Source: an optimization exercise on an open RTL-to-GDS flow (aim: small area). Production flows keep margins and buffers that such runs may drop. Function was checked by simulation only, so behaviour that the tests miss may differ from the original. Power figures rest on the tool's default switching activity, not on a simulated workload. The flow treats the clock pin as an ideal source, which a real chip does not have.

==> flow/design.v (outline; a module is shown in full before it is edited, if it fits) <==
// module multiplier: 1613 lines
// module mul_fa: 4 lines
// module mul_xor: 3 lines
// module mul_xnor: 3 lines
// module mul_or: 3 lines
// module mul_nor: 3 lines
module multiplier #(
    parameter LOGDEPTH = 6,
    parameter WIDTH = 32
) (
    input  logic                    clk,
    input  logic                    rst,
    input  logic                    EN_mult,
    output logic                    EN_writeMem,
    output logic [LOGDEPTH-1:0]     writeMem_addr,
    input  logic [16-1:0]           mult_input0,
    input  logic [16-1:0]           mult_input1,
    output logic [WIDTH-1:0]        writeMem_val,
    output logic                    RDY_mult,
    input  logic                    EN_blockRead,
    output logic                    VALID_memVal,
    output logic [WIDTH-1:0]        memVal_data,
    output logic                    EN_readMem,
    output logic [LOGDEPTH-1:0]     readMem_addr,
    input  logic [WIDTH-1:0]        readMem_val
);
  // ...
==> flow/flow/run.sh <==
#!/bin/bash
# The standard layout (the standard.sh, which runs ORFS) with these changes:
#  - the port buffers are buf_1 cells (buffer_ports picks a larger delay cell by default);
#  - clock tree synthesis inserts no dummy loads and uses the clock buffers and
#    sink clusters given in CTS_ARGS;
#  - the other ORFS settings given below.
# Each tool run writes its full output to its own log in this folder.
set -euo pipefail
ARGS=(
  BUFFER_PORTS_ARGS="-buffer_cell sky130_fd_sc_hd__buf_1"
  CTS_ARGS="-sink_clustering_enable -repair_clock_nets -dont_use_dummy_load -buf_list {sky130_fd_sc_hd__clkbuf_16} -sink_clustering_size 30 -sink_clustering_max_diameter 100"
  REMOVE_ABC_BUFFERS=1
)
bash standard.sh "${ARGS[@]}" floorplan > standard_floorplan.log 2>&1
ODB_FILE=orfs/results/sky130hd/multiplier/base/2_floorplan.odb REG_MASTER=sky130_fd_sc_hd__dfxtp_4 \
  openroad -no_init -exit flow/upsize_regs.tcl > upsize_regs.log 2>&1
bash standard.sh "${ARGS[@]}" finish > standard.log 2>&1
==> flow/flow/upsize_regs.tcl <==
set odb_file $::env(ODB_FILE)
read_db $odb_file
set db [ord::get_db]
set block [ord::get_db_block]
set big [$db findMaster $::env(REG_MASTER)]
set n 0
foreach inst [$block getInsts] {
  set name [string map {\\ {}} [$inst getName]]
  if {[[$inst getMaster] getName] ne "sky130_fd_sc_hd__dfxtp_1"} { continue }
  if {[regexp {^[ab]_q\[7\]\[[0-9]+\]} $name]} {
    $inst swapMaster $big
    incr n
  }
}
puts "upsized $n registers to $::env(REG_MASTER)"
write_db $odb_file
==> flow/standard.sh <==
#!/bin/bash
# synth_recipe.tcl (not shown) runs the flow's synth.tcl, then flattens the netlist and writes it again
# the make line also repeats each setting of config.mk as NAME=value (left out here)
make -C /OpenROAD-flow-scripts/flow DESIGN_CONFIG=/design/flow/config.mk WORK_HOME=/design/flow/orfs CLKGATE_MAP_FILE= SYNTH_SCRIPT=/design/flow/synth_recipe.tcl "${@:-finish}"
==> flow/config.mk <==
export PLATFORM = sky130hd
export DESIGN_NAME = multiplier
export DESIGN_NICKNAME = multiplier
export VERILOG_FILES = /design/flow/design.v
export SDC_FILE = /design/flow/constraint.sdc
export NUM_CORES = 4
export LEC_CHECK = 0
export CAP_MARGIN = 20
export CORE_MARGIN = 2
export CORE_UTILIZATION = 80
export GPL_TIMING_DRIVEN = 0
export SETUP_SLACK_MARGIN = 0.1
export SLEW_MARGIN = 20
export SYNTH_HIERARCHICAL = 1
export SYNTH_MINIMUM_KEEP_SIZE = 0
==> flow/constraint.sdc <==
create_clock -name core_clock -period 4.0 [get_ports {clk}]
set_input_delay 0.8000 -clock core_clock [delete_from_list [all_inputs] [get_ports {clk}]]
set_output_delay 0.8000 -clock core_clock [all_outputs]
set_load 0.01 [all_outputs]
==> impl_results.md, run 1 <==
- Outcome: timing/DRC/antenna clean
- Max-cap violations: 0
- Power per cell area: 614 nW/um2
- Unrepaired setup endpoints after global routing: no
- Vias: 7990
- First-pass GRT wire length: 45.8 mm
- Cell family with most CP delay: adder cells
- Crit Path Class: reg2reg
- Hold worst-path end: b_q[3][4]
- Syn Inst Count: 1125
- WL per Instance: 22.0 um
- Logic power comb: 2.80 mW
- GRT busiest layer: met2
- Routed wire length: 29.6 mm
- First-pass iteration count of the detailed router: 5
- Antenna violations before repair: 0
- Min Tclk post-route: 3.63 ns
- RR Endpoint: mq_30
- RePlAce Congestion: 0.922
- Setup TNS: 0 ns
- CTS tree: done
- Nets@finish: 1406
- Reg area: 7230 um2
- Worst Setup Start Kind: flip-flop
- CP Max Fanout: 16
- Max_slew headroom: 63.0%
- Min Hold Slack: 0.330 ns
- Critical-path cell list: nand2_1 -> fa_1 -> fa_1 -> fa_1 -> fa_1 -> fa_1 -> fa_1
- Largest family of logic cells by synthesized area: adder cells
- Post-Place Worst Slack: 0.467 ns
- Async S/R FF share, synth: 0%
- Largest cell class: sequential cells
- Die H: 136 um
- Routed length on met3: 3.41 mm
==> run 2, diff against run 1 <==
--- a/flow/flow/run.sh
+++ b/flow/flow/run.sh
@@ -12,6 +12,6 @@
   REMOVE_ABC_BUFFERS=1
 )
 bash standard.sh "${ARGS[@]}" floorplan > standard_floorplan.log 2>&1
-ODB_FILE=orfs/results/sky130hd/multiplier/base/2_floorplan.odb REG_MASTER=sky130_fd_sc_hd__dfxtp_4 \
+ODB_FILE=orfs/results/sky130hd/multiplier/base/2_floorplan.odb REG_MASTER=sky130_fd_sc_hd__dfxtp_2 \
   openroad -no_init -exit flow/upsize_regs.tcl > upsize_regs.log 2>&1
 bash standard.sh "${ARGS[@]}" finish > standard.log 2>&1
==> impl_results.md, run 2 <==
- Outcome: timing/DRC/antenna clean (unchanged)
- CP max stage delay: 0.61 ns (was 0.58 ns)
- Vias: 8067 (was 7990)
- IO Port Bufs: 83 (unchanged)
- Post-CTS Hold Buffers: 0 (unchanged)
- Root Driver: clkbuf_16 (unchanged)
- Max Fclk: 262 MHz (was 275 MHz)
- DRC viols: 0 (unchanged)
- Core area: 17200 um2 (unchanged)
- Die area: 18600 um2 (unchanged)
- CP Launch Point: a_q[7][6] (was b_q[7][8])
- Synth Warn #: 9 (unchanged)
- Synth top area share: 50.7% (unchanged)
- Cell family with most CP delay: adder cells (unchanged)
- Worst skew pair latency: 0.51 ns (was 0.50 ns)
- Share of post-route cells with drive strength above 1: 4.82% (unchanged)
- Synth top area cells: dfxtp_1 (51%), fa_1 (29%), nand2_1 (7.2%), buf_4 (2.0%), xnor2_1 (1.8%) (unchanged)
- Buf/Inv on CP: 0 (unchanged)
- Detail Placement HPWL: 18.9 mm (was 18.5 mm)
- H-Tree Depth: 1 (unchanged)
- # diodes: 0 (unchanged)
- Syn Inst Count: 1125 (unchanged)
- Initial Util: 81.3% (unchanged)
- GR Overflow Total: 0 (unchanged)
- CP dominant cell by count: fa_1 (unchanged)
- Global Route Usage Sum: 33.4% (was 33.6%)
- Setup violators final: 0 (unchanged)
- Clock Skew: 0.0268 ns (was 0.0104 ns)
- Slew Limit Fails: 0 (unchanged)
- Vias/cell: 5.99 (was 5.94)
- Register bit count reported by yosys: 355 (unchanged)
- Antenna violations before repair: 0 (unchanged)
- Setup TNS: 0 ns (unchanged)
- Placed cell count: 1331 (unchanged)
- Min Tclk post-route: 3.81 ns (was 3.63 ns)
- Synth Area per Inst: 12.5 um2 (unchanged)
- Die H: 136 um (unchanged)
- Final Cycle Share: 95.2% (was 90.8%)
- Synth unique cells: 33 (unchanged)
- Crit Path Class: reg2reg (unchanged)
- P_leak: 5.57 nW (was 5.58 nW)
- Initial DRC Count: 868 (was 720)
- Post-CTS resize count: 0 (unchanged)
- Fin. Hold Viols: 0 (unchanged)
- Min Hold Slack: 0.313 ns (was 0.330 ns)
- Peak VDD IR: 605 uV (was 534 uV)
- Seq/Total Area, Yosys: 50.7% (unchanged)
- RePlAce Congestion: 0.876 (was 0.922)
- Non-filler cells, final: 1346 (unchanged)
- Synth Cell Area: 14000 um2 (unchanged)
- Power per cell area: 622 nW/um2 (was 614 nW/um2)
- DIE WIDTH: 136 um (unchanged)
- Async S/R FF share, synth: 0% (unchanged)
- Most frequent cell after synthesis: dfxtp_1 (unchanged)
- Post-synth top cells: dfxtp_1 (355), nand2_1 (268), fa_1 (200) (unchanged)
- Most common cell after layout, fill and taps aside: dfxtp_1 (unchanged)
- Ys flop type: dfxtp_1 (unchanged)
- Clk buf depth: 3 (unchanged)
- Largest regs: a_q x128, b_q x128, writeMem_val x32 (unchanged)
- First-pass GRT wire length: 45.8 mm (about the same)
- CP Max Fanout: 16 (unchanged)
- Max-cap violations: 0 (unchanged)
- Worst setup EP type: flip-flop (unchanged)
- Vias in the first global route: 8777 (was 8666)
- CP Data Arrival Time: 4.19 ns (was 4.02 ns)
- Io pins: 148 (unchanged)
- Worst Setup Start Kind: flip-flop (unchanged)
- Nets@finish: 1406 (unchanged)
- Worst Max-Slew Pin Slew: 0.489 ns (was 0.547 ns)
- Synth area leader: dfxtp_1 (unchanged)
- Antenna-violating nets left: 0 (unchanged)
- Critical-path cell list: nand2_1 -> fa_1 -> fa_1 -> fa_1 -> fa_1 -> fa_1 -> fa_1 (unchanged)
- First-pass iteration count of the detailed router: 7 (was 5)
- # rows: 48 (unchanged)
- Hold_sp: a_q[6][12] (was b_q[2][4])
- Setup bufs post-CTS: 0 (unchanged)
- Critical-path top delay cell: dfxtp_2 (was fa_1)
- Commonest non-fill, non-tap cells in the layout: dfxtp_1 (323), nand2_1 (268), fa_1 (200) (unchanged)
- Max_slew headroom: 67.4% (was 63.0%)
- Routed wire length: 29.3 mm (was 29.6 mm)
- Cts bufs inserted: 15 (unchanged)
- R2r startpoint: a_q[7][6] (was b_q[7][8])
- WL per Instance: 21.8 um (was 22.0 um)
- Number of flops mapped to enable cells by yosys: 0 (unchanged)
- CTS tree: done (unchanged)
- Req. time, crit path: 4.38 ns (was 4.39 ns)
- Area Overhead vs Synth: 3.45% (was 4.02%)
- Largest net degree at the start of global routing: 31 (unchanged)
- Clock transition at the registers of the reported paths: 0.10 ns (was 0.11 ns)
- Tightest Hold Check Type: reg2reg (unchanged)
- Clock Sinks: 355 (unchanged)
- Unrepaired setup endpoints after global routing: no (unchanged)
- Power Total: 9.02 mW (was 8.95 mW)
run 2: changes by cell type in the layout (fill, tap and decap cells not counted):
cell / before / now
dfxtp_4: 32 / 0
dfxtp_2: 0 / 32
run 2: worst paths after layout:
check / slack, ns / to / cells past startpoint
max: 0.19 / mq_32 / 7
min: 0.31 / a_q[7][12] / 0
max reg2reg: 0.19 / mq_32 / 7
min reg2reg: 0.31 / a_q[7][12] / 0
run 2: per-module statistics from Yosys, one instance, submodules excluded:
| module | times used | cells inside |
|---|---|---|
| multiplier | 1 | 845 |
| mul_xnor | 16 | 1 |
| mul_xor | 24 | 1 |
| mul_nor | 24 | 1 |
| mul_fa | 200 | 1 |
| mul_or | 16 | 1 |
run 2: cell type report:
class,count,area (um2)
sequential,355,7150
multi-input combinational,650,6320
fill,815,2740
clock buffer,15,375
timing repair buffer,83,312
tap,225,282
inverter,18,67.6
run 2: worst register-to-register path, delay by kind of cell (launching register included):
family	cells	cell delay, ns
adders and majority gates	6	2.90
DFF	1	0.61
and+or+nand+nor	1	0.17
run 2: kinds of logic after synthesis:
kind of cell,synth area share (%)
xor+xnor,3.44
flops,50.7
compound gates,2.04
fa+ha+maj,29.9
simple gates,9.69
buf+inv,4.23
run 2: routing by layer:
| layer | up-vias | GRT usage (%) | wire (um) |
|---|---|---|---|
| li1 | 3349 | - | - |
| met1 | 3936 | 40.5 | 10100 |
| met2 | 650 | 55.1 | 14000 |
| met3 | 132 | 11.8 | 3930 |
| met4 | 0 | 13.0 | 1250 |
| met5 | - | 1.39 | 0 |
run 2: through the flow:
step	utilization [%]	setup slack (ns)	area [um2]
4_1_cts	84.1	0.236	14500
2_1_floorplan	-	0.512	13500
3_3_place_gp	81.9	0.328	14100
6_report	84.1	0.190	14500
5_1_grt	84.1	0.150	14500
3_5_place_dp	81.9	0.309	14100
run 2: where the power goes:
group | total [mW] | internal (mW) | switching (mW)
Combinational | 2.87 | 1.30 | 1.57
Clock | 1.66 | 0.681 | 0.984
Sequential | 4.49 | 4.15 | 0.336
Total | 9.02 | 6.13 | 2.89
==> run 3, diff against run 2 <==
--- a/flow/config.mk
+++ b/flow/config.mk
@@ -7,7 +7,7 @@
 export LEC_CHECK = 0
 export CAP_MARGIN = 20
 export CORE_MARGIN = 2
-export CORE_UTILIZATION = 80
+export CORE_UTILIZATION = 72
 export GPL_TIMING_DRIVEN = 0
 export SETUP_SLACK_MARGIN = 0.1
 export SLEW_MARGIN = 20
==> impl_results.md, run 3 <==
- Seq/Total Area, Yosys: 50.7% (unchanged)
- Critical path destination: mq_30 (was mq_32)
- DRC viols: 0 (unchanged)
- Vias: 7644 (was 8067)
- WL per Instance: 19.4 um (was 21.8 um)
- CP Max Fanout: 16 (unchanged)
- Core area: 19300 um2 (was 17200 um2)
- CP dominant cell by count: fa_1 (unchanged)
- Post-synthesis compound-gate area fraction: 2.04% (unchanged)
- # diodes: 0 (unchanged)
- Synth Area per Inst: 12.5 um2 (unchanged)
- Register bit count reported by yosys: 355 (unchanged)
- CP Data Arrival Time: 4.22 ns (was 4.19 ns)
- Worst R2R Path Depth: 7 (unchanged)
- Max Fclk: 261 MHz (was 262 MHz)
- Synth top area share: 50.7% (unchanged)
- Commonest non-fill, non-tap cells in the layout: dfxtp_1 (323), nand2_1 (268), fa_1 (200) (unchanged)
- Critical-path cell list: nand2_1 -> fa_1 -> fa_1 -> fa_1 -> fa_1 -> fa_1 -> fa_1 (unchanged)
- Most common cell after layout, fill and taps aside: dfxtp_1 (unchanged)
- H-Tree Depth: 1 (unchanged)
- Antenna-violating nets left: 0 (unchanged)
- Met1 global-route usage: 35.1% (was 40.5%)
- Crit Path Class: reg2reg (unchanged)
- Async S/R FF share, synth: 0% (unchanged)
- Fill cells: 1213 (was 815)
- GR Overflow Total: 0 (unchanged)
- Global Route Usage Sum: 27.7% (was 33.4%)
- Setup TNS: 0 ns (unchanged)
- Initial DRC Count: 503 (was 868)
- Routed wire length: 26.9 mm (was 29.3 mm)
- Cts bufs inserted: 15 (unchanged)
- GRT busiest layer: met2 (unchanged)
- Vias in the first global route: 8206 (was 8777)
- Post-synthesis simple-gate area fraction: 9.69% (unchanged)
- Placed cell count: 1371 (was 1331)
- Vias/cell: 5.52 (was 5.99)
- Largest regs: a_q x128, b_q x128, writeMem_val x32 (unchanged)
- CP Launch Point: b_q[7][7] (was a_q[7][6])
- Worst skew pair latency: 0.50 ns (was 0.51 ns)
- Ys flop type: dfxtp_1 (unchanged)
- Largest family of logic cells by synthesized area: adder cells (unchanged)
- First-pass GRT wire length: 42.7 mm (was 45.8 mm)
- Peak VDD IR: 495 uV (was 605 uV)
- Clk buf depth: 3 (unchanged)
- Worst Max-Slew Pin Slew: 0.494 ns (was 0.489 ns)
- RR Endpoint: mq_30 (was mq_32)
- Outcome: timing/DRC/antenna clean (unchanged)
- Antenna violations before repair: 0 (unchanged)
- Tightest Hold Check Type: reg2reg (unchanged)
- Area Overhead vs Synth: 3.80% (was 3.45%)
- Post-Synth XOR/XNOR Area: 3.44% (unchanged)
- Min Tclk post-route: 3.83 ns (was 3.81 ns)
- GR Layer Usage met2: 46.3% (was 55.1%)
- Largest net degree at the start of global routing: 31 (unchanged)
- Fin. Hold Viols: 0 (unchanged)
- CTS tree: done (unchanged)
- Clock Sinks: 355 (unchanged)
- Critical-path top delay cell: dfxtp_2 (unchanged)
- Power per cell area: 614 nW/um2 (was 622 nW/um2)
- Max_slew headroom: 67.1% (was 67.4%)
- Synth Cell Area: 14000 um2 (unchanged)
- Max-cap violations: 0 (unchanged)
- Worst setup EP type: flip-flop (unchanged)
- Cell family with most CP delay: adder cells (unchanged)
- Final Cycle Share: 95.8% (was 95.2%)
- Initial Util: 72.7% (was 81.3%)
- R2r startpoint: b_q[7][7] (was a_q[7][6])
- # rows: 51 (was 48)
- Die H: 144 um (was 136 um)
- Synth Warn #: 9 (unchanged)
- Worst Setup Start Kind: flip-flop (unchanged)
- Post-layout worst setup margin: 0.168 ns (was 0.190 ns)
- Slew Limit Fails: 0 (unchanged)
- Syn Inst Count: 1125 (unchanged)
- Post-CTS Hold Buffers: 0 (unchanged)
- R2R setup slack: 0.17 ns (was 0.19 ns)
- Non-filler cells, final: 1386 (was 1346)
- IO Port Bufs: 83 (unchanged)
- First-pass iteration count of the detailed router: 5 (was 7)
- Synth top area cells: dfxtp_1 (51%), fa_1 (29%), nand2_1 (7.2%), buf_4 (2.0%), xnor2_1 (1.8%) (unchanged)
- Detail Placement HPWL: 17.6 mm (was 18.9 mm)
- Root Driver: clkbuf_16 (unchanged)
- P_leak: 5.57 nW (unchanged)
- Met3 usage: 8.60% (was 11.8%)
- Nets@finish: 1406 (unchanged)
- Io pins: 148 (unchanged)
- Setup bufs post-CTS: 0 (unchanged)
- Post-synth top cells: dfxtp_1 (355), nand2_1 (268), fa_1 (200) (unchanged)
- Number of flops mapped to enable cells by yosys: 0 (unchanged)
- Post-CTS resize count: 0 (unchanged)
- Die area: 20600 um2 (was 18600 um2)
- Post-synthesis mux area share: 0% (unchanged)
- CP max stage delay: 0.66 ns (was 0.61 ns)
- DIE WIDTH: 144 um (was 136 um)
- Power Total: 8.94 mW (was 9.02 mW)
- Critical Path Stages: 7 (unchanged)
- RePlAce Congestion: 0.893 (was 0.876)
- Synth area leader: dfxtp_1 (unchanged)
- Clock Skew: 0.0290 ns (was 0.0268 ns)
- Synth unique cells: 33 (unchanged)
- Most frequent cell after synthesis: dfxtp_1 (unchanged)
- Clock transition at the registers of the reported paths: 0.10 ns (about the same)
- Buf/Inv on CP: 0 (unchanged)
- Unrepaired setup endpoints after global routing: no (unchanged)
- Post-Place Worst Slack: 0.232 ns (was 0.309 ns)
- Req. time, crit path: 4.38 ns (about the same)
- Setup violators final: 0 (unchanged)
- Share of post-route cells with drive strength above 1: 4.82% (unchanged)
- Adder-Cell Fraction of Synth Area: 29.9% (unchanged)
## run 3: where the power goes
part / internal [mW] / switching, mW / total (mW)
clock network: 0.679 / 0.953 / 1.63
logic: 1.30 / 1.54 / 2.84
registers: 4.15 / 0.318 / 4.47
## run 3: how the worst min path moves through the flow
stage | cells after the start | to | startpoint | slack (ns)
detailed placement | 0 | a_q[7][13] | a_q[6][13] | 0.31
floorplan | 0 | a_q[1][0] | a_q[0][0] | 0.31
global route | 0 | b_q[6][12] | b_q[5][12] | 0.33
finish | 0 | b_q[6][12] | b_q[5][12] | 0.31
CTS | 0 | b_q[6][12] | b_q[5][12] | 0.31
global placement | 0 | b_q[1][4] | b_q[0][4] | 0.31
## run 3: logic make-up (layout without fill, tap and decap cells)
logic type                 Yosys count  count (layout)
DFF                                355             355
and+or+nand+nor                    342             342
adders and majority gates          215             215
buffers and inverters              120             116
xor gates and xnor gates            55              55
AOI/OAI and AO/OA                   38              38
## run 3: cell type report
type | count | area [um2] | share of cell area [%]
Sequential cell | 355 | 7150 | 49.1
Clock buffer | 15 | 375 | 2.58
Inverter | 18 | 67.6 | 0.464
Tap cell | 265 | 332 | 2.28
Multi-Input combinational cell | 650 | 6320 | 43.4
Timing Repair Buffer | 83 | 312 | 2.14
## run 3: per-module statistics from Yosys (local to each module, per instance)
| module | cells | area (um2) | times used | flip-flops and latches |
|---|---|---|---|---|
| multiplier | 845 | 9470 | 1 | 355 |
| mul_fa | 1 | 20.0 | 200 | 0 |
| mul_xnor | 1 | 8.76 | 16 | 0 |
| mul_xor | 1 | 8.76 | 24 | 0 |
| mul_or | 1 | 6.26 | 16 | 0 |
| mul_nor | 1 | 3.75 | 24 | 0 |
## run 3: through the flow
stage          hold slack [ns]  cell area, um2  util [%]
2_1_floorplan            0.310           13500         -
6_report                 0.311           14500      75.5
3_5_place_dp             0.312           14200      73.5
5_1_grt                  0.326           14500      75.5
4_1_cts                  0.313           14500      75.5
3_3_place_gp             0.310           14200      73.5
## run 3: routing by layer
layer  wire length, um  vias up
met4               691        2
met1             10400     3829
met2             13000      390
met3              2790       68
li1                  -     3355
met5                24        -
## run 3: worst register-to-register path: cells and delay by family, from the launching register on
kind,cells,cell delay (ns)
adder cells (fa/ha/maj),6,2.88
AND/OR/NAND/NOR,1,0.19
flip-flops,1,0.66
==> run 4, diff against run 3 <==
--- a/flow/flow/run.sh
+++ b/flow/flow/run.sh
@@ -8,7 +8,7 @@
 set -euo pipefail
 ARGS=(
   BUFFER_PORTS_ARGS="-buffer_cell sky130_fd_sc_hd__buf_1"
-  CTS_ARGS="-sink_clustering_enable -repair_clock_nets -dont_use_dummy_load -buf_list {sky130_fd_sc_hd__clkbuf_16} -sink_clustering_size 30 -sink_clustering_max_diameter 100"
+  CTS_ARGS="-sink_clustering_enable -repair_clock_nets -dont_use_dummy_load -root_buf sky130_fd_sc_hd__clkbuf_16 -buf_list {sky130_fd_sc_hd__clkbuf_8} -sink_clustering_size 18 -sink_clustering_max_diameter 70"
   REMOVE_ABC_BUFFERS=1
 )
 bash standard.sh "${ARGS[@]}" floorplan > standard_floorplan.log 2>&1
--- a/flow/config.mk
+++ b/flow/config.mk
@@ -7,7 +7,7 @@
 export LEC_CHECK = 0
 export CAP_MARGIN = 20
 export CORE_MARGIN = 2
-export CORE_UTILIZATION = 72
+export CORE_UTILIZATION = 70
 export GPL_TIMING_DRIVEN = 0
 export SETUP_SLACK_MARGIN = 0.1
 export SLEW_MARGIN = 20
==> impl_results.md, run 4 <==
- Worst Setup Start Kind: flip-flop (unchanged)
- Synth top area share: 50.7% (unchanged)
- Clock Skew: 0.0368 ns (was 0.0290 ns)
- Largest regs: a_q x128, b_q x128, writeMem_val x32 (unchanged)
- Setup violators final: 0 (unchanged)
- Post-CTS resize count: 0 (unchanged)
- Max-cap violations: 0 (unchanged)
- CTS tree: done (unchanged)
- Core area: 19500 um2 (was 19300 um2)
- Min Tclk post-route: 3.74 ns (was 3.83 ns)
- H-Tree Depth: 1 (unchanged)
- Post-Synth XOR/XNOR Area: 3.44% (unchanged)
- Die area: 21200 um2 (was 20600 um2)
- Fin. Hold Viols: 0 (unchanged)
- Async S/R FF share, synth: 0% (unchanged)
- RePlAce Congestion: 0.875 (was 0.893)
- Antenna-violating nets left: 0 (unchanged)
- Io pins: 148 (unchanged)
- Synth Area per Inst: 12.5 um2 (unchanged)
- Clock Sinks: 355 (unchanged)
- Ys flop type: dfxtp_1 (unchanged)
- P_leak: 5.57 nW (about the same)
- Slew Limit Fails: 0 (unchanged)
- Critical Path Stages: 7 (unchanged)
- Initial DRC Count: 543 (was 503)
- R2r startpoint: a_q[7][6] (was b_q[7][7])
- Register bit count reported by yosys: 355 (unchanged)
- GR Overflow Total: 0 (unchanged)
- Routed wire length: 24.7 mm (was 26.9 mm)
- Power per cell area: 606 nW/um2 (was 614 nW/um2)
- Worst skew pair latency: 0.51 ns (was 0.50 ns)
- Critical-path top delay cell: dfxtp_2 (unchanged)
- Largest net degree at the start of global routing: 19 (was 31)
- Post-synth top cells: dfxtp_1 (355), nand2_1 (268), fa_1 (200) (unchanged)
- Syn Inst Count: 1125 (unchanged)
- Seq/Total Area, Yosys: 50.7% (unchanged)
- Min Hold Slack: 0.282 ns (was 0.311 ns)
- Post-CTS Hold Buffers: 0 (unchanged)
- Buf/Inv on CP: 0 (unchanged)
- Worst Max-Slew Pin Slew: 0.476 ns (was 0.494 ns)
- First-pass GRT wire length: 40.3 mm (was 42.7 mm)
- Detail Placement HPWL: 17.0 mm (was 17.6 mm)
- WL per Instance: 17.7 um (was 19.4 um)
- Cts bufs inserted: 24 (was 15)
- Global Route Usage Sum: 24.4% (was 27.7%)
- Vias/cell: 5.39 (was 5.52)
- R2R setup slack: 0.26 ns (was 0.17 ns)
- Worst setup EP type: flip-flop (unchanged)
- CP max stage delay: 0.60 ns (was 0.66 ns)
- RR Endpoint: mq_30 (unchanged)
- Post-synthesis simple-gate area fraction: 9.69% (unchanged)
- Setup TNS: 0 ns (unchanged)
- Power share of the clock group: 17.8% (was 18.3%)
- Vias: 7521 (was 7644)
- Post-synthesis compound-gate area fraction: 2.04% (unchanged)
- First-pass iteration count of the detailed router: 5 (unchanged)
- Vias in the first global route: 8013 (was 8206)
- Unrepaired setup endpoints after global routing: no (unchanged)
- Most frequent cell after synthesis: dfxtp_1 (unchanged)
- Clock transition at the registers of the reported paths: 0.09 ns (was 0.10 ns)
- CP dominant cell by count: fa_1 (unchanged)
- Nets@finish: 1415 (was 1406)
- Crit Path Class: reg2reg (unchanged)
- Share of post-route cells with drive strength above 1: 5.58% (was 4.82%)
- DIE WIDTH: 146 um (was 144 um)
- Max Fclk: 267 MHz (was 261 MHz)
- Cell family with most CP delay: adder cells (unchanged)
- Antenna violations before repair: 0 (unchanged)
- Hold_sp: b_q[1][4] (was b_q[5][12])
- Power Internal: 6.03 mW (was 6.13 mW)
- Post-Place Worst Slack: 0.301 ns (was 0.232 ns)
- Clk buf depth: 3 (unchanged)
- Outcome: timing/DRC/antenna clean (unchanged)
- CP Launch Point: a_q[7][6] (was b_q[7][7])
- Worst R2R Path Depth: 7 (unchanged)
- Critical-path cell list: nand2_1 -> fa_1 -> fa_1 -> fa_1 -> fa_1 -> fa_1 -> fa_1 (unchanged)
- Initial Util: 71.8% (was 72.7%)
- # rows: 51 (unchanged)
- Post-synthesis mux area share: 0% (unchanged)
- Setup bufs post-CTS: 0 (unchanged)
- Critical path destination: mq_30 (unchanged)
- Root Driver: clkbuf_16 (unchanged)
- DRC viols: 0 (unchanged)
- Area Overhead vs Synth: 3.74% (was 3.80%)
- NetSw: 2.77 mW (was 2.81 mW)
- Reg power frac: 50.7% (was 50.0%)
- Max_slew headroom: 68.2% (was 67.1%)
- Commonest non-fill, non-tap cells in the layout: dfxtp_1 (323), nand2_1 (268), fa_1 (200) (unchanged)
- Number of flops mapped to enable cells by yosys: 0 (unchanged)
- Synth Cell Area: 14000 um2 (unchanged)
- Adder-Cell Fraction of Synth Area: 29.9% (unchanged)
- Synth unique cells: 33 (unchanged)
- Synth top area cells: dfxtp_1 (51%), fa_1 (29%), nand2_1 (7.2%), buf_4 (2.0%), xnor2_1 (1.8%) (unchanged)
- Synth area leader: dfxtp_1 (unchanged)
- Req. time, crit path: 4.36 ns (was 4.38 ns)
- Peak VDD IR: 542 uV (was 495 uV)
- Synth Warn #: 9 (unchanged)
- Tightest Hold Check Type: reg2reg (unchanged)
- Switch share: 31.5% (was 31.4%)
- Final Cycle Share: 93.5% (was 95.8%)
- # diodes: 0 (unchanged)
- CP Max Fanout: 16 (unchanged)
- Post-layout worst setup margin: 0.258 ns (was 0.168 ns)
- Gate power share: 31.5% (was 31.7%)
- CP Data Arrival Time: 4.11 ns (was 4.22 ns)
- Largest family of logic cells by synthesized area: adder cells (unchanged)
- Most common cell after layout, fill and taps aside: dfxtp_1 (unchanged)
- IO Port Bufs: 83 (unchanged)
- Die H: 146 um (was 144 um)
run 4: cell counts after synthesis:
Identical to the previous run, type by type.
run 4: per-layer routing:
| layer | up-vias | global-route usage (%) | routed length (um) |
|---|---|---|---|
| met5 | - | 2.50 | 27 |
| met3 | 48 | 9.12 | 2870 |
| met4 | 2 | 7.35 | 541 |
| met1 | 3688 | 32.0 | 10100 |
| li1 | 3364 | - | - |
| met2 | 419 | 38.4 | 11200 |
run 4: how the worst min path moves through the flow:
stage / to / slack (ns) / depth (start not counted)
after floorplan: a_q[1][0] / 0.31 / 0
after global placement: a_q[6][10] / 0.31 / 0
after detailed placement: a_q[7][4] / 0.31 / 0
after CTS: b_q[2][4] / 0.28 / 0
after global routing: a_q[2][2] / 0.28 / 0
final: b_q[2][4] / 0.28 / 0
run 4: final cells by class:
| type | count | area, um2 |
|---|---|---|
| multi-input cells | 650 | 6320 |
| clock buffers | 24 | 364 |
| inverters | 18 | 67.6 |
| repair buffers | 83 | 312 |
| well taps | 265 | 332 |
| flip-flops and latches | 355 | 7150 |
| fillers | 1299 | 4990 |
run 4: worst register-to-register path: cells and delay by family, from the launching register on:
| family | cells | cell delay [ns] |
|---|---|---|
| DFF | 1 | 0.60 |
| and+or+nand+nor | 1 | 0.15 |
| adders and majority gates | 6 | 2.85 |
run 4: power groups by stage:
stage | logic, mW | clock network (mW) | registers [mW]
final | 2.78 | 1.57 | 4.46
after global routing | 3.20 | 1.75 | 4.53
after CTS | 2.79 | 1.64 | 4.47
after detailed placement | 2.77 | 0 | 4.55
after global placement | 2.67 | 0 | 4.53
after floorplan | 1.96 | 0 | 4.55
run 4: per-stage QoR:
step	total power [mW]	instances	util, %	cell area [um2]
2_1_floorplan	6.51	1023	-	13500
3_3_place_gp	7.20	1371	72.6	14200
3_5_place_dp	7.32	1371	72.6	14200
4_1_cts	8.89	1395	74.5	14500
5_1_grt	9.47	1395	74.5	14500
6_report	8.81	1395	74.5	14500
run 4: cell families (layout without fill, tap and decap cells):
group,after synthesis,count (layout)
flops,355,355
simple gates,342,342
fa+ha+maj,215,215
buf+inv,120,125
xor+xnor,55,55
compound gates,38,38
run 4: modules after synthesis, one instance, submodules excluded:
module	cells	times used	area, um2
mul_or	1	16	6.26
mul_xor	1	24	8.76
mul_xnor	1	16	8.76
mul_nor	1	24	3.75
multiplier	845	1	9470
mul_fa	1	200	20.0
==> run 5, diff against run 4 <==
--- a/flow/flow/run.sh
+++ b/flow/flow/run.sh
@@ -8,7 +8,7 @@
 set -euo pipefail
 ARGS=(
   BUFFER_PORTS_ARGS="-buffer_cell sky130_fd_sc_hd__buf_1"
-  CTS_ARGS="-sink_clustering_enable -repair_clock_nets -dont_use_dummy_load -root_buf sky130_fd_sc_hd__clkbuf_16 -buf_list {sky130_fd_sc_hd__clkbuf_8} -sink_clustering_size 18 -sink_clustering_max_diameter 70"
+  CTS_ARGS="-sink_clustering_enable -repair_clock_nets -dont_use_dummy_load -buf_list {sky130_fd_sc_hd__clkbuf_16} -sink_clustering_size 36 -sink_clustering_max_diameter 110"
   REMOVE_ABC_BUFFERS=1
 )
 bash standard.sh "${ARGS[@]}" floorplan > standard_floorplan.log 2>&1
==> impl_results.md, run 5 <==
- Synth unique cells: 33 (unchanged)
- Detail Placement HPWL: 17.0 mm (unchanged)
- CP Max Fanout: 16 (unchanged)
- Crit Path Class: reg2reg (unchanged)
- Fin area: 14500 um2 (about the same)
- Synth area leader: dfxtp_1 (unchanged)
- Max Fclk: 266 MHz (was 267 MHz)
- R2R setup slack: 0.24 ns (was 0.26 ns)
- Clock Skew: 0.0215 ns (was 0.0368 ns)
- Worst setup EP type: flip-flop (unchanged)
- DRC viols: 0 (unchanged)
- Syn Inst Count: 1125 (unchanged)
- Most common cell after layout, fill and taps aside: dfxtp_1 (unchanged)
- Cts bufs inserted: 13 (was 24)
- Largest regs: a_q x128, b_q x128, writeMem_val x32 (unchanged)
- Commonest non-fill, non-tap cells in the layout: dfxtp_1 (323), nand2_1 (268), fa_1 (200) (unchanged)
- Hold worst-path end: a_q[6][4] (was b_q[2][4])
- Vias in the first global route: 8049 (was 8013)
- Outcome: timing/DRC/antenna clean (unchanged)
- GR Overflow Total: 0 (unchanged)
- Die area: 21200 um2 (unchanged)
- Slew Limit Fails: 0 (unchanged)
- Setup bufs post-CTS: 0 (unchanged)
- Routed wire length: 25.5 mm (was 24.7 mm)
- RR Endpoint: mq_32 (was mq_30)
- Share of post-route cells with drive strength above 1: 4.65% (was 5.58%)
- CTS tree: done (unchanged)
- Root Driver: clkbuf_16 (unchanged)
- Post-CTS resize count: 0 (unchanged)
- Antenna-violating nets left: 0 (unchanged)
- Power per cell area: 605 nW/um2 (was 606 nW/um2)
- Max_slew headroom: 69.2% (was 68.2%)
- H-Tree Depth: 1 (unchanged)
- CP Data Arrival Time: 4.13 ns (was 4.11 ns)
- WL per Instance: 18.4 um (was 17.7 um)
- # rows: 51 (unchanged)
- Clock Sinks: 355 (unchanged)
- Most frequent cell after synthesis: dfxtp_1 (unchanged)
- Largest net degree at the start of global routing: 37 (was 19)
- Tightest Hold Check Type: reg2reg (unchanged)
- Hold path depth: 0 (unchanged)
- Area Overhead vs Synth: 3.45% (was 3.74%)
- Antenna violations before repair: 0 (unchanged)
- Hold_sp: a_q[5][4] (was b_q[1][4])
- Die H: 146 um (unchanged)
- Fin. Hold Viols: 0 (unchanged)
- Dpl cell area: 14200 um2 (unchanged)
- Req. time, crit path: 4.37 ns (was 4.36 ns)
- P_leak: 5.54 nW (was 5.57 nW)
- Io pins: 148 (unchanged)
- First-pass iteration count of the detailed router: 5 (unchanged)
- RePlAce Congestion: 0.875 (unchanged)
- # diodes: 0 (unchanged)
- Clock transition at the registers of the reported paths: 0.12 ns (was 0.09 ns)
- Initial Util: 71.8% (unchanged)
- Worst R2R Path Depth: 7 (unchanged)
- Setup violators final: 0 (unchanged)
- Post-synth top cells: dfxtp_1 (355), nand2_1 (268), fa_1 (200) (unchanged)
- Register bit count reported by yosys: 355 (unchanged)
- Fill cells: 1299 (unchanged)
- Post-CTS Hold Buffers: 0 (unchanged)
- Peak VDD IR: 527 uV (was 542 uV)
- Worst skew pair latency: 0.50 ns (was 0.51 ns)
- Seq/Total Area, Yosys: 50.7% (unchanged)
- IO Port Bufs: 83 (unchanged)
- Unrepaired setup endpoints after global routing: no (unchanged)
- Synth top area share: 50.7% (unchanged)
- Final Cycle Share: 94.1% (was 93.5%)
- First-pass GRT wire length: 41.3 mm (was 40.3 mm)
- Initial DRC Count: 565 (was 543)
- Synth Cell Area: 14000 um2 (unchanged)
- Vias: 7543 (was 7521)
- Global Route Usage Sum: 25.2% (was 24.4%)
- Max-cap violations: 0 (unchanged)
- Synth top area cells: dfxtp_1 (51%), fa_1 (29%), nand2_1 (7.2%), buf_4 (2.0%), xnor2_1 (1.8%) (unchanged)
- Power Total: 8.77 mW (was 8.81 mW)
- Min Tclk post-route: 3.76 ns (was 3.74 ns)
- Worst Setup Start Kind: flip-flop (unchanged)
- Async S/R FF share, synth: 0% (unchanged)
- Synth Area per Inst: 12.5 um2 (unchanged)
- Worst Max-Slew Pin Slew: 0.460 ns (was 0.476 ns)
- Setup TNS: 0 ns (unchanged)
- R2r startpoint: a_q[7][6] (unchanged)
- Ys flop type: dfxtp_1 (unchanged)
- Core area: 19500 um2 (unchanged)
- Clk buf depth: 3 (unchanged)
- DIE WIDTH: 146 um (unchanged)
- Synth Warn #: 9 (unchanged)
- Vias/cell: 5.45 (was 5.39)
- Nets@finish: 1404 (was 1415)
- Number of flops mapped to enable cells by yosys: 0 (unchanged)
run 5: cell counts after synthesis:
Identical to the previous run, type by type.
run 5: modules after synthesis (local to each module, per instance):
module,times used,flops+latches
multiplier,1,355
mul_fa,200,0
mul_xnor,16,0
mul_xor,24,0
mul_or,16,0
mul_nor,24,0
run 5: metal layers:
metal,part of all wire [%],global-route usage [%],up-vias
met3,11,8.46,50
met5,0,1.59,-
li1,-,-,3349
met2,47,40.6,404
met1,40,33.1,3740
met4,2.1,6.81,0
run 5: area by class of cell:
type	count	area, um2	share of cell area [%]
Clock buffer	13	325	2.24
Inverter	18	67.6	0.466
Multi-Input combinational cell	650	6320	43.6
Sequential cell	355	7150	49.3
Tap cell	265	332	2.29
Timing Repair Buffer	83	312	2.15
run 5: power by group:
part           switching (mW)  total (mW)  internal, mW  leakage, nW
Clock                   0.927        1.52         0.594        0.160
Sequential              0.314        4.47          4.15         2.99
Combinational            1.51        2.79          1.28         2.39
run 5: worst max-delay path by stage:
| stage | depth (start not counted) | endpoint | slack, ns | start |
|---|---|---|---|---|
| 2_1_floorplan | 7 | mq_28 | 0.51 | a_q[7][6] |
| 3_3_place_gp | 7 | mq_30 | 0.32 | b_q[7][10] |
| 3_5_place_dp | 7 | mq_30 | 0.30 | b_q[7][10] |
| 4_1_cts | 7 | mq_32 | 0.27 | b_q[7][10] |
| 5_1_grt | 7 | mq_30 | 0.14 | b_q[7][7] |
| 6_report | 7 | mq_32 | 0.24 | a_q[7][6] |
run 5: critical path, stage by stage, from the launching register on:
cell and delay (ns):
dfxtp_2 0.62, nand2_1 0.15, fa_1 0.49, fa_1 0.55, fa_1 0.45, fa_1 0.42, fa_1 0.51, fa_1 0.44
run 5: through the flow:
| step | worst slack, ns | hold slack (ns) | util (%) | cells |
|---|---|---|---|---|
| 2_1_floorplan | 0.512 | 0.310 | - | 1023 |
| 3_3_place_gp | 0.317 | 0.310 | 72.6 | 1371 |
| 3_5_place_dp | 0.301 | 0.312 | 72.6 | 1371 |
| 4_1_cts | 0.272 | 0.325 | 74.3 | 1384 |
| 5_1_grt | 0.141 | 0.329 | 74.3 | 1384 |
| 6_report | 0.238 | 0.327 | 74.3 | 1384 |
run 5: logic make-up after synthesis:
| logic type | count (synthesis) | synth area share [%] |
|---|---|---|
| flip-flops | 355 | 50.7 |
| AND/OR/NAND/NOR | 342 | 9.69 |
| adder cells (fa/ha/maj) | 215 | 29.9 |
| buffers and inverters | 120 | 4.23 |
| XOR/XNOR | 55 | 3.44 |
| AO/OA/AOI/OAI | 38 | 2.04 |
==> run 6, diff against run 5 <==
--- a/flow/flow/run.sh
+++ b/flow/flow/run.sh
@@ -8,7 +8,7 @@
 set -euo pipefail
 ARGS=(
   BUFFER_PORTS_ARGS="-buffer_cell sky130_fd_sc_hd__buf_1"
-  CTS_ARGS="-sink_clustering_enable -repair_clock_nets -dont_use_dummy_load -buf_list {sky130_fd_sc_hd__clkbuf_16} -sink_clustering_size 36 -sink_clustering_max_diameter 110"
+  CTS_ARGS="-sink_clustering_enable -repair_clock_nets -dont_use_dummy_load -root_buf sky130_fd_sc_hd__clkbuf_8 -buf_list {sky130_fd_sc_hd__clkbuf_8} -sink_clustering_size 18 -sink_clustering_max_diameter 70"
   REMOVE_ABC_BUFFERS=1
 )
 bash standard.sh "${ARGS[@]}" floorplan > standard_floorplan.log 2>&1
==> impl_results.md, run 6 <==
- Cell family with most CP delay: adder cells (unchanged)
- Post-synth top cells: dfxtp_1 (355), nand2_1 (268), fa_1 (200) (unchanged)
- Clock Skew: 0.0413 ns (was 0.0215 ns)
- Number of flops mapped to enable cells by yosys: 0 (unchanged)
- Unrepaired setup endpoints after global routing: no (unchanged)
- Synth unique cells: 33 (unchanged)
- Worst skew pair latency: 0.57 ns (was 0.50 ns)
- Clock transition at the registers of the reported paths: 0.09 ns (was 0.12 ns)
- Largest regs: a_q x128, b_q x128, writeMem_val x32 (unchanged)
- Antenna violations before repair: 0 (unchanged)
- CP Data Arrival Time: 4.16 ns (was 4.13 ns)
- Vias: 7543 (unchanged)
- Critical-path cell list: nand2_1 -> fa_1 -> fa_1 -> fa_1 -> fa_1 -> fa_1 -> fa_1 (unchanged)
- Cts bufs inserted: 24 (was 13)
- Share of post-route cells with drive strength above 1: 5.58% (was 4.65%)
- Footprint of the multi-input gates: 6320 um2 (unchanged)
- Synth Cell Area: 14000 um2 (unchanged)
- R2R setup slack: 0.26 ns (was 0.24 ns)
- Max Fclk: 267 MHz (was 266 MHz)
- Crit Path Class: reg2reg (unchanged)
- Outcome: timing/DRC/antenna clean (unchanged)
- Commonest non-fill, non-tap cells in the layout: dfxtp_1 (323), nand2_1 (268), fa_1 (200) (unchanged)
- Most common cell after layout, fill and taps aside: dfxtp_1 (unchanged)
- CP max stage delay: 0.63 ns (was 0.62 ns)
- Clock Sinks: 355 (unchanged)
- Peak VDD IR: 527 uV (about the same)
- Area Overhead vs Synth: 3.50% (was 3.45%)
- Worst Max-Slew Pin Slew: 0.461 ns (was 0.460 ns)
- DRC viols: 0 (unchanged)
- Worst setup EP type: flip-flop (unchanged)
- P_leak: 5.56 nW (was 5.54 nW)
- Root Driver: clkbuf_8 (was clkbuf_16)
- CP Launch Point: b_q[7][8] (was a_q[7][6])
- Initial Util: 71.8% (unchanged)
- Reg area: 7150 um2 (about the same)
- Slew Limit Fails: 0 (unchanged)
- # diodes: 0 (unchanged)
- H-Tree Depth: 1 (unchanged)
- Core area: 19500 um2 (unchanged)
- WL per Instance: 17.7 um (was 18.4 um)
- Worst Setup Start Kind: flip-flop (unchanged)
- Synth Area per Inst: 12.5 um2 (unchanged)
- Max_slew headroom: 69.2% (about the same)
- Critical Path Stages: 7 (unchanged)
- Setup bufs post-CTS: 0 (unchanged)
- DIE WIDTH: 146 um (unchanged)
- Fill cells: 1306 (was 1299)
- Req. time, crit path: 4.42 ns (was 4.37 ns)
- Global Route Usage Sum: 24.3% (was 25.2%)
- Power per cell area: 601 nW/um2 (was 605 nW/um2)
- Power Total: 8.72 mW (was 8.77 mW)
- Final Cycle Share: 93.5% (was 94.1%)
- Synth top area cells: dfxtp_1 (51%), fa_1 (29%), nand2_1 (7.2%), buf_4 (2.0%), xnor2_1 (1.8%) (unchanged)
- # rows: 51 (unchanged)
- RR Endpoint: mq_32 (unchanged)
- Critical-path top delay cell: dfxtp_2 (unchanged)
- Dpl cell area: 14200 um2 (unchanged)
- GR Overflow Total: 0 (unchanged)
- Async S/R FF share, synth: 0% (unchanged)
- Nets@finish: 1415 (was 1404)
- CTS tree: done (unchanged)
- Die area: 21200 um2 (unchanged)
- Synth top area share: 50.7% (unchanged)
- First-pass GRT wire length: 40.2 mm (was 41.3 mm)
- Vias in the first global route: 8016 (was 8049)
- Routed wire length: 24.7 mm (was 25.5 mm)
- Max-cap violations: 0 (unchanged)
- Ys flop type: dfxtp_1 (unchanged)
- Critical path destination: mq_32 (unchanged)
- Die H: 146 um (unchanged)
- Seq/Total Area, Yosys: 50.7% (unchanged)
- Min Hold Slack: 0.282 ns (was 0.327 ns)
- Min Tclk post-route: 3.74 ns (was 3.76 ns)
- Register bit count reported by yosys: 355 (unchanged)
- Vias/cell: 5.41 (was 5.45)
- First-pass iteration count of the detailed router: 5 (unchanged)
- Detail Placement HPWL: 17.0 mm (unchanged)
- Synth Warn #: 9 (unchanged)
- Initial DRC Count: 512 (was 565)
- Synth area leader: dfxtp_1 (unchanged)
- IO Port Bufs: 83 (unchanged)
- Fin. Hold Viols: 0 (unchanged)
- Tightest Hold Check Type: reg2reg (unchanged)
- R2r startpoint: b_q[7][8] (was a_q[7][6])
- Io pins: 148 (unchanged)
- Most frequent cell after synthesis: dfxtp_1 (unchanged)
- Clk buf depth: 3 (unchanged)
- Fin area: 14500 um2 (about the same)
- Buf/Inv on CP: 0 (unchanged)
- Setup violators final: 0 (unchanged)
- Syn Inst Count: 1125 (unchanged)
- CP Max Fanout: 16 (unchanged)
- Worst R2R Path Depth: 7 (unchanged)
- Hold_sp: b_q[1][4] (was a_q[5][4])
- Antenna-violating nets left: 0 (unchanged)
- CP dominant cell by count: fa_1 (unchanged)
- Largest net degree at the start of global routing: 19 (was 37)
- RePlAce Congestion: 0.875 (unchanged)
- Setup TNS: 0 ns (unchanged)
run 6: cell counts after synthesis:
Identical to the previous run, type by type.
run 6: kinds of logic (layout without fill, tap and decap cells):
group / Yosys count / in the layout / share of synthesized area, %
flip-flops: 355 / 355 / 50.7
AND/OR/NAND/NOR: 342 / 342 / 9.69
adder cells (fa/ha/maj): 215 / 215 / 29.9
buffers and inverters: 120 / 125 / 4.23
XOR/XNOR: 55 / 55 / 3.44
AO/OA/AOI/OAI: 38 / 38 / 2.04
run 6: worst min path at each step:
stage / endpoint / slack [ns] / cells after the start
2_1_floorplan: a_q[1][0] / 0.31 / 0
3_3_place_gp: a_q[6][10] / 0.31 / 0
3_5_place_dp: a_q[7][4] / 0.31 / 0
4_1_cts: b_q[2][4] / 0.28 / 0
5_1_grt: a_q[2][2] / 0.28 / 0
6_report: b_q[2][4] / 0.28 / 0
run 6: layout make-up:
type                       count  share of cell area (%)
sequential                   355                    49.3
multi-input combinational    650                    43.5
tap                          265                    2.29
clock buffer                  24                    2.28
timing repair buffer          83                    2.15
inverter                      18                   0.466
run 6: Yosys stat by module, one instance, submodules excluded:
| module | cell area (um2) | cells inside | times used | flops+latches |
|---|---|---|---|---|
| mul_xor | 8.76 | 1 | 24 | 0 |
| mul_fa | 20.0 | 1 | 200 | 0 |
| multiplier | 9470 | 845 | 1 | 355 |
| mul_xnor | 8.76 | 1 | 16 | 0 |
| mul_nor | 3.75 | 1 | 24 | 0 |
| mul_or | 6.26 | 1 | 16 | 0 |
run 6: power breakdown:
part	switching (mW)	internal, mW	leakage (nW)
combinational	1.50	1.27	2.39
sequential	0.312	4.15	2.99
clock	0.950	0.539	0.173
run 6: per-layer routing:
layer  vias up  part of all wire [%]  GRT usage, %
li1       3365                     -             -
met1      3737                    41          32.0
met2       390                    46          38.2
met3        49                    11          9.15
met4         2                   2.0          7.06
met5         -                  0.11          2.50
run 6: stage by stage:
step,util (%),cells,worst slack [ns]
floorplan,-,1023,0.512
global placement,72.6,1371,0.317
detailed placement,72.6,1371,0.301
CTS,74.3,1395,0.279
global route,74.3,1395,0.123
finish,74.3,1395,0.260
run 6: worst register-to-register path, stage by stage (launching register included):
cell	delay, ns
dfxtp_2	0.63
nand2_1	0.16
fa_1	0.46
fa_1	0.51
fa_1	0.44
fa_1	0.43
fa_1	0.52
fa_1	0.45
run 6: repair_timing:
action                     in CTS  in global routing
resized for setup               0                  1
setup endpoints to repair       0                  1
hold buffers                    0                  0
==> run 7, diff against run 6 <==
--- a/flow/flow/run.sh
+++ b/flow/flow/run.sh
@@ -8,7 +8,7 @@
 set -euo pipefail
 ARGS=(
   BUFFER_PORTS_ARGS="-buffer_cell sky130_fd_sc_hd__buf_1"
-  CTS_ARGS="-sink_clustering_enable -repair_clock_nets -dont_use_dummy_load -root_buf sky130_fd_sc_hd__clkbuf_8 -buf_list {sky130_fd_sc_hd__clkbuf_8} -sink_clustering_size 18 -sink_clustering_max_diameter 70"
+  CTS_ARGS="-sink_clustering_enable -repair_clock_nets -dont_use_dummy_load -buf_list {sky130_fd_sc_hd__clkbuf_16} -sink_clustering_size 33 -sink_clustering_max_diameter 100"
   REMOVE_ABC_BUFFERS=1
 )
 bash standard.sh "${ARGS[@]}" floorplan > standard_floorplan.log 2>&1
==> impl_results.md, run 7 <==
- CP Data Arrival Time: 4.11 ns (was 4.16 ns)
- Reg power frac: 50.3% (was 51.2%)
- Power per cell area: 611 nW/um2 (was 601 nW/um2)
- Dpl cell area: 14200 um2 (unchanged)
- Worst Setup Start Kind: flip-flop (unchanged)
- Most common cell after layout, fill and taps aside: dfxtp_1 (unchanged)
- Crit Path Class: reg2reg (unchanged)
- Post-synth top cells: dfxtp_1 (355), nand2_1 (268), fa_1 (200) (unchanged)
- Unrepaired setup endpoints after global routing: no (unchanged)
- Slew Limit Fails: 0 (unchanged)
- H-Tree Depth: 1 (unchanged)
- Antenna-violating nets left: 0 (unchanged)
- Vias in the first global route: 8197 (was 8016)
- Hold path depth: 0 (unchanged)
- CP dominant cell by count: fa_1 (unchanged)
- First-pass GRT wire length: 41.9 mm (was 40.2 mm)
- Synth top area share: 50.7% (unchanged)
- Placed cell count: 1371 (unchanged)
- Core area: 19500 um2 (unchanged)
- Fill cells: 1282 (was 1306)
- Nets@finish: 1406 (was 1415)
- Setup violators final: 0 (unchanged)
- Post-CTS resize count: 0 (unchanged)
- Met3 usage: 8.65% (was 9.15%)
- Min Tclk post-route: 3.72 ns (was 3.74 ns)
- Footprint of the multi-input gates: 6320 um2 (unchanged)
- Initial DRC Count: 531 (was 512)
- Fin area: 14500 um2 (about the same)
- Setup bufs post-CTS: 0 (unchanged)
- Clock Sinks: 355 (unchanged)
- Tightest Hold Check Type: reg2reg (unchanged)
- Setup TNS: 0 ns (unchanged)
- R2r startpoint: b_q[7][7] (was b_q[7][8])
- Post-layout worst setup margin: 0.281 ns (was 0.260 ns)
- Critical-path top delay cell: dfxtp_2 (unchanged)
- RePlAce Congestion: 0.875 (unchanged)
- Async S/R FF share, synth: 0% (unchanged)
- GRT busiest layer: met2 (unchanged)
- Largest net degree at the start of global routing: 34 (was 19)
- Min Hold Slack: 0.301 ns (was 0.282 ns)
- Most frequent cell after synthesis: dfxtp_1 (unchanged)
- Req. time, crit path: 4.39 ns (was 4.42 ns)
- Clock transition at the registers of the reported paths: 0.11 ns (was 0.09 ns)
- Global Route Usage Sum: 25.5% (was 24.3%)
- First-pass iteration count of the detailed router: 5 (unchanged)
- Share of post-route cells with drive strength above 1: 4.82% (was 5.58%)
- DIE WIDTH: 146 um (unchanged)
- Worst skew pair latency: 0.50 ns (was 0.57 ns)
- Peak VDD IR: 496 uV (was 527 uV)
- Synth area leader: dfxtp_1 (unchanged)
- Synth Warn #: 9 (unchanged)
- Max-cap violations: 0 (unchanged)
- Root Driver: clkbuf_16 (was clkbuf_8)
- IO Port Bufs: 83 (unchanged)
- Detail Placement HPWL: 17.0 mm (unchanged)
- Initial Util: 71.8% (unchanged)
- Area Overhead vs Synth: 3.80% (was 3.50%)
- Die area: 21200 um2 (unchanged)
- CTS tree: done (unchanged)
- Critical-path cell list: nand2_1 -> fa_1 -> fa_1 -> fa_1 -> fa_1 -> fa_1 -> fa_1 (unchanged)
- # rows: 51 (unchanged)
- GR Overflow Total: 0 (unchanged)
- RR Endpoint: mq_30 (was mq_32)
- Vias/cell: 5.48 (was 5.41)
- Synth Cell Area: 14000 um2 (unchanged)
- Ys flop type: dfxtp_1 (unchanged)
- Die H: 146 um (unchanged)
- Vias: 7593 (was 7543)
- Met1 global-route usage: 33.2% (was 32.0%)
- Synth unique cells: 33 (unchanged)
- NetSw: 2.78 mW (was 2.76 mW)
- GR Layer Usage met2: 41.7% (was 38.2%)
- Synth Area per Inst: 12.5 um2 (unchanged)
- Cts bufs inserted: 15 (was 24)
- Post-CTS Hold Buffers: 0 (unchanged)
- Largest regs: a_q x128, b_q x128, writeMem_val x32 (unchanged)
- Seq/Total Area, Yosys: 50.7% (unchanged)
- DRC viols: 0 (unchanged)
- # diodes: 0 (unchanged)
- Power Internal: 6.11 mW (was 5.96 mW)
- Worst R2R Path Depth: 7 (unchanged)
- Switch share: 31.3% (was 31.7%)
- Routed wire length: 26.0 mm (was 24.7 mm)
- Clk buf depth: 3 (unchanged)
- Power Total: 8.89 mW (was 8.72 mW)
- Clock Skew: 0.0442 ns (was 0.0413 ns)
- Number of flops mapped to enable cells by yosys: 0 (unchanged)
- WL per Instance: 18.8 um (was 17.7 um)
- CP max stage delay: 0.63 ns (about the same)
- Hold_sp: b_q[6][14] (was b_q[1][4])
- Worst Max-Slew Pin Slew: 0.474 ns (was 0.461 ns)
- Register bit count reported by yosys: 355 (unchanged)
- Io pins: 148 (unchanged)
- Antenna violations before repair: 0 (unchanged)
- Final core occ: 74.5% (was 74.3%)
- R2R setup slack: 0.28 ns (was 0.26 ns)
- Worst setup EP type: flip-flop (unchanged)
- CP Launch Point: b_q[7][7] (was b_q[7][8])
- CP Max Fanout: 16 (unchanged)
- Final Cycle Share: 93.0% (was 93.5%)
- Power share of the clock group: 18.4% (was 17.1%)
- Synth top area cells: dfxtp_1 (51%), fa_1 (29%), nand2_1 (7.2%), buf_4 (2.0%), xnor2_1 (1.8%) (unchanged)
- Gate power share: 31.3% (was 31.8%)
- Fin. Hold Viols: 0 (unchanged)
- Max_slew headroom: 68.3% (was 69.2%)
- P_leak: 5.57 nW (was 5.56 nW)
- Non-filler cells, final: 1386 (was 1395)
- Reg area: 7150 um2 (about the same)
- Hold worst-path end: b_q[7][14] (was b_q[2][4])
- Outcome: timing/DRC/antenna clean (unchanged)
- Max Fclk: 269 MHz (was 267 MHz)
- Post-Place Worst Slack: 0.301 ns (unchanged)
- Syn Inst Count: 1125 (unchanged)
- Commonest non-fill, non-tap cells in the layout: dfxtp_1 (323), nand2_1 (268), fa_1 (200) (unchanged)
[run 7: cell families (layout without fill, tap and decap cells)]
| kind of cell | count (synthesis) | after routing | synth area share, % |
|---|---|---|---|
| simple gates | 342 | 342 | 9.69 |
| fa+ha+maj | 215 | 215 | 29.9 |
| flops | 355 | 355 | 50.7 |
| xor+xnor | 55 | 55 | 3.44 |
| buf+inv | 120 | 116 | 4.23 |
| compound gates | 38 | 38 | 2.04 |
[run 7: layout make-up]
cell class                      count  area share, %
Clock buffer                       15           2.58
Inverter                           18          0.464
Multi-Input combinational cell    650           43.4
Sequential cell                   355           49.1
Tap cell                          265           2.28
Timing Repair Buffer               83           2.14
[run 7: per-module statistics from Yosys (local to each module, per instance)]
| module | flops+latches | cells inside |
|---|---|---|
| mul_xor | 0 | 1 |
| multiplier | 355 | 845 |
| mul_or | 0 | 1 |
| mul_nor | 0 | 1 |
| mul_xnor | 0 | 1 |
| mul_fa | 0 | 1 |
[run 7: worst max-delay path by stage]
stage,to,depth (start not counted)
global route,mq_30,7
CTS,mq_30,7
finish,mq_30,7
floorplan,mq_28,7
global placement,mq_30,7
detailed placement,mq_30,7
[run 7: power by group through the flow]
stage | clock (mW) | combinational, mW | sequential, mW
after floorplan | 0 | 1.96 | 4.55
after global placement | 0 | 2.67 | 4.53
after detailed placement | 0 | 2.77 | 4.55
after CTS | 1.68 | 2.80 | 4.47
after global routing | 1.80 | 3.20 | 4.53
final | 1.64 | 2.78 | 4.47
[run 7: critical path: cells and delay by family, from the launching register on]
kind                     cells  cell delay [ns]
AND/OR/NAND/NOR              1             0.15
flip-flops                   1             0.63
adder cells (fa/ha/maj)      6             2.83
[run 7: layer usage]
layer	routed length, um	vias up
li1	-	3346
met1	10300	3792
met2	12300	405
met3	2860	50
met4	515	0
met5	0	-
==> run 8, diff against run 7 <==
--- a/flow/flow/run.sh
+++ b/flow/flow/run.sh
@@ -8,7 +8,7 @@
 set -euo pipefail
 ARGS=(
   BUFFER_PORTS_ARGS="-buffer_cell sky130_fd_sc_hd__buf_1"
-  CTS_ARGS="-sink_clustering_enable -repair_clock_nets -dont_use_dummy_load -buf_list {sky130_fd_sc_hd__clkbuf_16} -sink_clustering_size 33 -sink_clustering_max_diameter 100"
+  CTS_ARGS="-sink_clustering_enable -repair_clock_nets -dont_use_dummy_load -root_buf sky130_fd_sc_hd__clkbuf_8 -buf_list {sky130_fd_sc_hd__clkbuf_8} -sink_clustering_size 20 -sink_clustering_max_diameter 60"
   REMOVE_ABC_BUFFERS=1
 )
 bash standard.sh "${ARGS[@]}" floorplan > standard_floorplan.log 2>&1
==> impl_results.md, run 8 <==
- Share of post-route cells with drive strength above 1: 5.49% (was 4.82%)
- Ys flop type: dfxtp_1 (unchanged)
- Die area: 21200 um2 (unchanged)
- Global Route Usage Sum: 24.3% (was 25.5%)
- Fin. Hold Viols: 0 (unchanged)
- Largest net degree at the start of global routing: 21 (was 34)
- Most common cell after layout, fill and taps aside: dfxtp_1 (unchanged)
- Peak VDD IR: 484 uV (was 496 uV)
- # rows: 51 (unchanged)
- Max-cap violations: 0 (unchanged)
- Routed wire length: 24.6 mm (was 26.0 mm)
- Hold_sp: b_q[4][8] (was b_q[6][14])
- Unrepaired setup endpoints after global routing: no (unchanged)
- Power per cell area: 599 nW/um2 (was 611 nW/um2)
- R2r startpoint: a_q[7][7] (was b_q[7][7])
- Synth Warn #: 9 (unchanged)
- Synth Cell Area: 14000 um2 (unchanged)
- GR Overflow Total: 0 (unchanged)
- Worst Setup Start Kind: flip-flop (unchanged)
- Worst R2R Path Depth: 7 (unchanged)
- Vias in the first global route: 8008 (was 8197)
- CP Max Fanout: 16 (unchanged)
- RR Endpoint: mq_32 (was mq_30)
- H-Tree Depth: 1 (unchanged)
- First-pass iteration count of the detailed router: 5 (unchanged)
- Critical-path top delay cell: dfxtp_2 (unchanged)
- Area Overhead vs Synth: 3.40% (was 3.80%)
- Register bit count reported by yosys: 355 (unchanged)
- IO Port Bufs: 83 (unchanged)
- CP max stage delay: 0.62 ns (was 0.63 ns)
- Async S/R FF share, synth: 0% (unchanged)
- Die H: 146 um (unchanged)
- Hold worst-path end: b_q[5][8] (was b_q[7][14])
- Crit Path Class: reg2reg (unchanged)
- Vias: 7560 (was 7593)
- Max_slew headroom: 69.4% (was 68.3%)
- Number of flops mapped to enable cells by yosys: 0 (unchanged)
- CTS tree: done (unchanged)
- Setup violators final: 0 (unchanged)
- Synth Area per Inst: 12.5 um2 (unchanged)
- Min Hold Slack: 0.303 ns (was 0.301 ns)
- Clock Skew: 0.0684 ns (was 0.0442 ns)
- Setup TNS: 0 ns (unchanged)
- Nets@finish: 1414 (was 1406)
- Syn Inst Count: 1125 (unchanged)
- Seq/Total Area, Yosys: 50.7% (unchanged)
- Max Fclk: 267 MHz (was 269 MHz)
- First-pass GRT wire length: 40.1 mm (was 41.9 mm)
- Clock Sinks: 355 (unchanged)
- R2R setup slack: 0.26 ns (was 0.28 ns)
- Post-synth top cells: dfxtp_1 (355), nand2_1 (268), fa_1 (200) (unchanged)
- Post-CTS Hold Buffers: 0 (unchanged)
- Critical-path cell list: nand2_1 -> fa_1 -> fa_1 -> fa_1 -> fa_1 -> fa_1 -> fa_1 (unchanged)
- Antenna-violating nets left: 0 (unchanged)
- Synth top area cells: dfxtp_1 (51%), fa_1 (29%), nand2_1 (7.2%), buf_4 (2.0%), xnor2_1 (1.8%) (unchanged)
- RePlAce Congestion: 0.875 (unchanged)
- DRC viols: 0 (unchanged)
- Io pins: 148 (unchanged)
- Vias/cell: 5.42 (was 5.48)
- Synth unique cells: 33 (unchanged)
- Detail Placement HPWL: 17.0 mm (unchanged)
- CP Data Arrival Time: 4.17 ns (was 4.11 ns)
- Slew Limit Fails: 0 (unchanged)
- Final Cycle Share: 93.6% (was 93.0%)
- Antenna violations before repair: 0 (unchanged)
- Synth area leader: dfxtp_1 (unchanged)
- P_leak: 5.55 nW (was 5.57 nW)
- Worst Max-Slew Pin Slew: 0.457 ns (was 0.474 ns)
- Fill cells: 1307 (was 1282)
- Final core occ: 74.2% (was 74.5%)
- Power Total: 8.69 mW (was 8.89 mW)
- Cts bufs inserted: 23 (was 15)
- Tightest Hold Check Type: reg2reg (unchanged)
- Clock transition at the registers of the reported paths: 0.11 ns (about the same)
- Worst setup EP type: flip-flop (unchanged)
- Commonest non-fill, non-tap cells in the layout: dfxtp_1 (323), nand2_1 (268), fa_1 (200) (unchanged)
- Synth top area share: 50.7% (unchanged)
- CP dominant cell by count: fa_1 (unchanged)
- Largest regs: a_q x128, b_q x128, writeMem_val x32 (unchanged)
- Clk buf depth: 3 (unchanged)
- Initial DRC Count: 477 (was 531)
- Initial Util: 71.8% (unchanged)
- Hold path depth: 0 (unchanged)
- Worst skew pair latency: 0.57 ns (was 0.50 ns)
- Min Tclk post-route: 3.74 ns (was 3.72 ns)
- Most frequent cell after synthesis: dfxtp_1 (unchanged)
- DIE WIDTH: 146 um (unchanged)
- Core area: 19500 um2 (unchanged)
- Root Driver: clkbuf_8 (was clkbuf_16)
- Outcome: timing/DRC/antenna clean (unchanged)
- WL per Instance: 17.7 um (was 18.8 um)
- # diodes: 0 (unchanged)
- Req. time, crit path: 4.42 ns (was 4.39 ns)
[run 8: cell counts after synthesis]
Identical to the previous run, type by type.
[run 8: stage by stage]
step | std cells | setup WS, ns | instance area (um2)
after global placement | 1371 | 0.317 | 14200
after global routing | 1394 | 0.125 | 14500
final | 1394 | 0.256 | 14500
after floorplan | 1023 | 0.512 | 13500
after detailed placement | 1371 | 0.301 | 14200
after CTS | 1394 | 0.289 | 14500
[run 8: repair_timing]
action                     4_1_cts  5_1_grt
setup endpoints to repair        0        1
resized for setup                0        1
setup buffers                    0        0
[run 8: cell families after synthesis]
kind of cell | synth area share (%)
xor gates and xnor gates | 3.44
AOI/OAI and AO/OA | 2.04
buffers and inverters | 4.23
and+or+nand+nor | 9.69
adders and majority gates | 29.9
DFF | 50.7
[run 8: metal layers]
layer	vias to the layer above	GRT usage, %	part of all wire [%]
met1	3738	32.1	41
met4	2	7.11	2.0
li1	3361	-	-
met3	53	9.22	12
met2	406	38.0	45
met5	-	2.27	0.11
[run 8: how the worst max path moves through the flow]
stage | startpoint | end | cells after the start
after CTS | b_q[7][7] | mq_30 | 7
after floorplan | a_q[7][6] | mq_28 | 7
after global routing | b_q[7][9] | mq_30 | 7
final | a_q[7][7] | mq_32 | 7
after detailed placement | b_q[7][10] | mq_30 | 7
after global placement | b_q[7][10] | mq_30 | 7
[run 8: modules after synthesis, one instance, submodules excluded]
module	cells	area, um2	copies in the design	flip-flops and latches
mul_nor	1	3.75	24	0
multiplier	845	9470	1	355
mul_xor	1	8.76	24	0
mul_or	1	6.26	16	0
mul_xnor	1	8.76	16	0
mul_fa	1	20.0	200	0
[run 8: worst max-delay path: cells and delay by family (launching register included)]
family        cells  cell delay [ns]
flops             1             0.62
simple gates      1             0.15
fa+ha+maj         6             2.81
[run 8: layout make-up]
type	count	area (um2)	area share, %
Clock buffer	23	317	2.18
Inverter	18	67.6	0.466
Multi-Input combinational cell	650	6320	43.6
Sequential cell	355	7150	49.3
Tap cell	265	332	2.29
Timing Repair Buffer	83	312	2.15
[run 8: power by group]
group          leakage, nW  total, mW  internal, mW  switching (mW)
registers             2.99       4.46          4.15           0.312
clock network        0.165       1.46         0.517           0.943
logic                 2.39       2.76          1.27            1.49

-- what the ideal ports hide --
Ports are ideal in the flow. The routed layouts listed here were re-timed in OpenROAD. Step 1, drivers: a clkbuf_16 drives clk and a buf_2 each remaining input, both assumed. Step 2 moves the port delays by t, midway between the first and last clock arrival at a register: inputs arrive t later, outputs are due t later. That takes back most of the time a late clock gives input paths. Slacks: no drivers / after step 1 / after step 2; pairs: no drivers / after step 1.
| run | t (ns) | slack for setup (ns) | hold WS [ns] | worst register clock-pin slew, ns |
|---|---|---|---|---|
| run 1 | 0.543 | 0.368 / 0.368 / 0.368 | 0.330 / 0.330 / 0.330 | 0.11 / 0.11 |
| run 2 | 0.544 | 0.190 / 0.190 / 0.190 | 0.313 / 0.313 / 0.313 | 0.11 / 0.11 |
| run 3 | 0.535 | 0.168 / 0.168 / 0.168 | 0.311 / 0.311 / 0.311 | 0.10 / 0.10 |
| run 4 | 0.534 | 0.258 / 0.258 / 0.258 | 0.282 / 0.282 / 0.282 | 0.10 / 0.10 |
| run 5 | 0.535 | 0.238 / 0.238 / 0.238 | 0.327 / 0.327 / 0.327 | 0.12 / 0.12 |
| run 6 | 0.588 | 0.260 / 0.260 / 0.260 | 0.282 / 0.282 / 0.282 | 0.10 / 0.10 |
| run 7 | 0.530 | 0.281 / 0.281 / 0.281 | 0.301 / 0.301 / 0.301 | 0.12 / 0.12 |
| run 8 | 0.580 | 0.256 / 0.256 / 0.256 | 0.303 / 0.293 / 0.303 | 0.11 / 0.11 |
After both steps every run listed still meets setup and hold.
